From an optimization exercise on the open Yosys and OpenROAD flow, aimed at small area, a short achievable clock period and few clock cycles; shortcuts taken in it are not production practice.

branch maple:
## CPU
module CPU (input clk, rst,
            input ld_we, input [4:0] ld_addr, input [7:0] ld_data,
            output st_valid, output [4:0] st_addr, output [7:0] st_data);
Size in the first run: roughly 2000 cells after synthesis, roughly 560 flip-flops, ~30 I/O pins, roughly 26000 um^2 of cells after synthesis.
==> module CPU, before the edit <==
module CPU (input clk, rst,
            input ld_we, input [4:0] ld_addr, input [7:0] ld_data,
            output st_valid, output [4:0] st_addr, output [7:0] st_data);
  reg [7:0] mem [0:31];
  reg [7:0] stk [0:31];
  reg [4:0] pc;
  reg [4:0] a;                  
  reg [1:0] aop;                
  reg       e_push, e_pop, e_alu, e_not, e_jz;
  reg [7:0] sd;                 
  reg [4:0] sa;                 
  reg       lw;                 
  reg [4:0] la;
  reg [7:0] ldv;
  wire taken = e_jz & (stk[0] == 8'd0);
  assign st_valid = e_pop;
  assign st_addr  = sa;
  assign st_data  = sd;
  always @(posedge clk) begin
    lw  <= ld_we;
    la  <= ld_addr;
    ldv <= ld_data;
  end
  wire       wen   = lw | e_pop;
  wire [4:0] waddr = lw ? la : sa;
  wire [7:0] wdata = lw ? ldv : sd;
  always @(posedge clk) begin
    if (wen)
      mem[waddr] <= wdata;
  end
  wire [7:0] fm = mem[pc];
  wire [7:0] f  = (wen && waddr == pc) ? wdata : fm;
  always @(posedge clk, posedge rst) begin
    if (rst) begin
      pc <= 5'd0;
      a <= 5'd0;
      aop <= 2'd0;
      {e_push, e_pop, e_alu, e_not, e_jz} <= 5'd0;
    end else if (taken) begin
      pc <= a;
      {e_push, e_pop, e_alu, e_not, e_jz} <= 5'd0;
    end else begin
      a <= f[4:0];
      aop <= f[6:5];
      e_push <= f[7:5] == 3'b100;
      e_pop  <= f[7:5] == 3'b101;
      e_alu  <= ~f[7] & (f[6:5] != 2'b11);
      e_not  <= f[7:5] == 3'b011;
      e_jz   <= f[7:5] == 3'b111;
      pc <= (f[7:5] == 3'b110) ? f[4:0] : pc + 5'd1;
    end
  end
  reg [7:0] top_n;
  always @* begin
    case (aop)
      2'b00:   top_n = stk[0] + stk[1];
      2'b01:   top_n = stk[0] - stk[1];
      default: top_n = stk[0] & stk[1];
    endcase
    if (e_push)      top_n = mem[a];
    else if (e_pop)  top_n = stk[1];
    else if (e_not)  top_n = ~stk[0];
    else if (!e_alu) top_n = stk[0];
  end
  always @(posedge clk) begin
    if (!taken && f[7:5] == 3'b101) begin
      sd <= top_n;
      sa <= f[4:0];
    end
  end
  wire down = e_push;             
  wire up   = e_pop | e_alu;      
  integer k;
  always @(posedge clk, posedge rst) begin
    if (rst) begin
      for (k = 0; k < 32; k = k + 1)
        stk[k] <= 8'd0;
    end else begin
      stk[0] <= top_n;
      for (k = 1; k < 32; k = k + 1)
        if (down)
          stk[k] <= stk[k-1];
        else if (up)
          stk[k] <= stk[(k+1) % 32];
    end
  end
endmodule
Settings: LEC_CHECK=0, ABC_CLOCK_PERIOD_IN_PS=2800, CAP_MARGIN=20, CORE_MARGIN=2, CORE_UTILIZATION=40, SLEW_MARGIN=20, SETUP_SLACK_MARGIN=7.0; clock period 10.0 ns.
standard.sh (not shown) runs the stock make flow with config.mk's settings and CLKGATE_MAP_FILE= SYNTH_SCRIPT=/design/flow/synth_recipe.tcl, a recipe that flattens the netlist after the stock synthesis.
==> flow/flow/run.sh <==
#!/bin/bash
# Standard ORFS layout, with repair_timing aiming for a tighter setup slack.
set -e
cp standard.sh logs_standard_sh.txt 2>/dev/null || true
echo "export SETUP_SLACK_MARGIN = ${MARGIN:-7.0}" >> config.mk
bash standard.sh > standard.log 2>&1
diff inputs: branch maple => branch raven
-- flow/design.v --
<<< branch maple, line 10
  reg       e_push, e_pop, e_alu, e_not, e_jz;
  reg [7:0] sd;                 
  reg [4:0] sa;                 
  reg       lw;                 
  reg [4:0] la;
  reg [7:0] ldv;
  wire taken = e_jz & (stk[0] == 8'd0);
  assign st_valid = e_pop;
  assign st_addr  = sa;
  assign st_data  = sd;
  always @(posedge clk) begin
    lw  <= ld_we;
    la  <= ld_addr;
    ldv <= ld_data;
  end
  wire       wen   = lw | e_pop;
  wire [4:0] waddr = lw ? la : sa;
  wire [7:0] wdata = lw ? ldv : sd;
  always @(posedge clk) begin
    if (wen)
      mem[waddr] <= wdata;
  end
  wire [7:0] fm = mem[pc];
  wire [7:0] f  = (wen && waddr == pc) ? wdata : fm;
  always @(posedge clk, posedge rst) begin
    if (rst) begin
>>> branch raven, line 10
  reg       e_push, e_pop, e_alu, e_not, e_jz;
  reg [7:0] sd;                 
  wire taken = e_jz & (stk[0] == 8'd0);
  assign st_valid = e_pop;
  assign st_addr  = a;
  assign st_data  = sd;
  always @(posedge clk) begin
    if (ld_we)
      mem[ld_addr] <= ld_data;
    else if (e_pop)
      mem[a] <= sd;
  end
  wire [7:0] fm = mem[pc];
  wire [7:0] f  = (e_pop && a == pc) ? sd : fm;
  always @(posedge clk, posedge rst) begin
    if (rst) begin
<<< branch maple, line 65
  end
  always @(posedge clk) begin
    if (!taken && f[7:5] == 3'b101) begin
      sd <= top_n;
      sa <= f[4:0];
    end
  end
  wire down = e_push;             
>>> branch raven, line 55
  end
  always @(posedge clk) begin
    if (!taken && f[7:5] == 3'b101)
      sd <= top_n;
  end
  wire down = e_push;             
Results
In summary, branch raven completed successfully, with a layout that passed the timing, design-rule and antenna checks. Launching element of the worst setup path: a[1] -> branch raven, sa[1] -> branch maple. The final critical-path share of the clock period in branch raven sits 0.37 points above the value recorded for branch maple. Changes observed in branch raven relative to branch maple: post-synthesis net count shows a reduction of about 2.5%, setup slack fell 37 ps, non-clock buffer instance count of the final layout now sits higher. branch maple → branch raven: transition at the pin with the smallest max-transition slack decreased by 20 ps relative to the old numbers, post-route cell area now larger, flip-flop and latch area went down, first-iteration DRC count fell 4.6%.
No functional check of the RTL was part of any run of this note.

## afterwards: timing with drivers on the ports
How much do the figures lean on ideal ports? The routed layouts below were timed once more, with nothing changed but the port constraints.
Step 1, drivers: a clkbuf_16 drives clk and a buf_2 each remaining input, both assumed.
Step 2 also shifts input and output timing later by t, the mid clock arrival at the registers, as if the neighbouring blocks saw the same clock.
Slacks: ideal ports / drivers / drivers and shift; pairs: ideal ports / drivers.
| run | shift t [ns] | setup WS [ns] | worst data-port slew with drivers (ns) |
|---|---|---|---|
| branch maple | 0.675 | 6.651 / 6.587 / 6.591 | 0.03 |
| branch raven | 0.666 | 6.614 / 6.554 / 6.325 | 0.12 |
After both steps setup and hold are still met in every run listed. The setup slack of branch raven, which loses most, moves by -0.060 ns with the drivers and by -0.289 ns with both steps. Setup slack includes reset recovery checks.
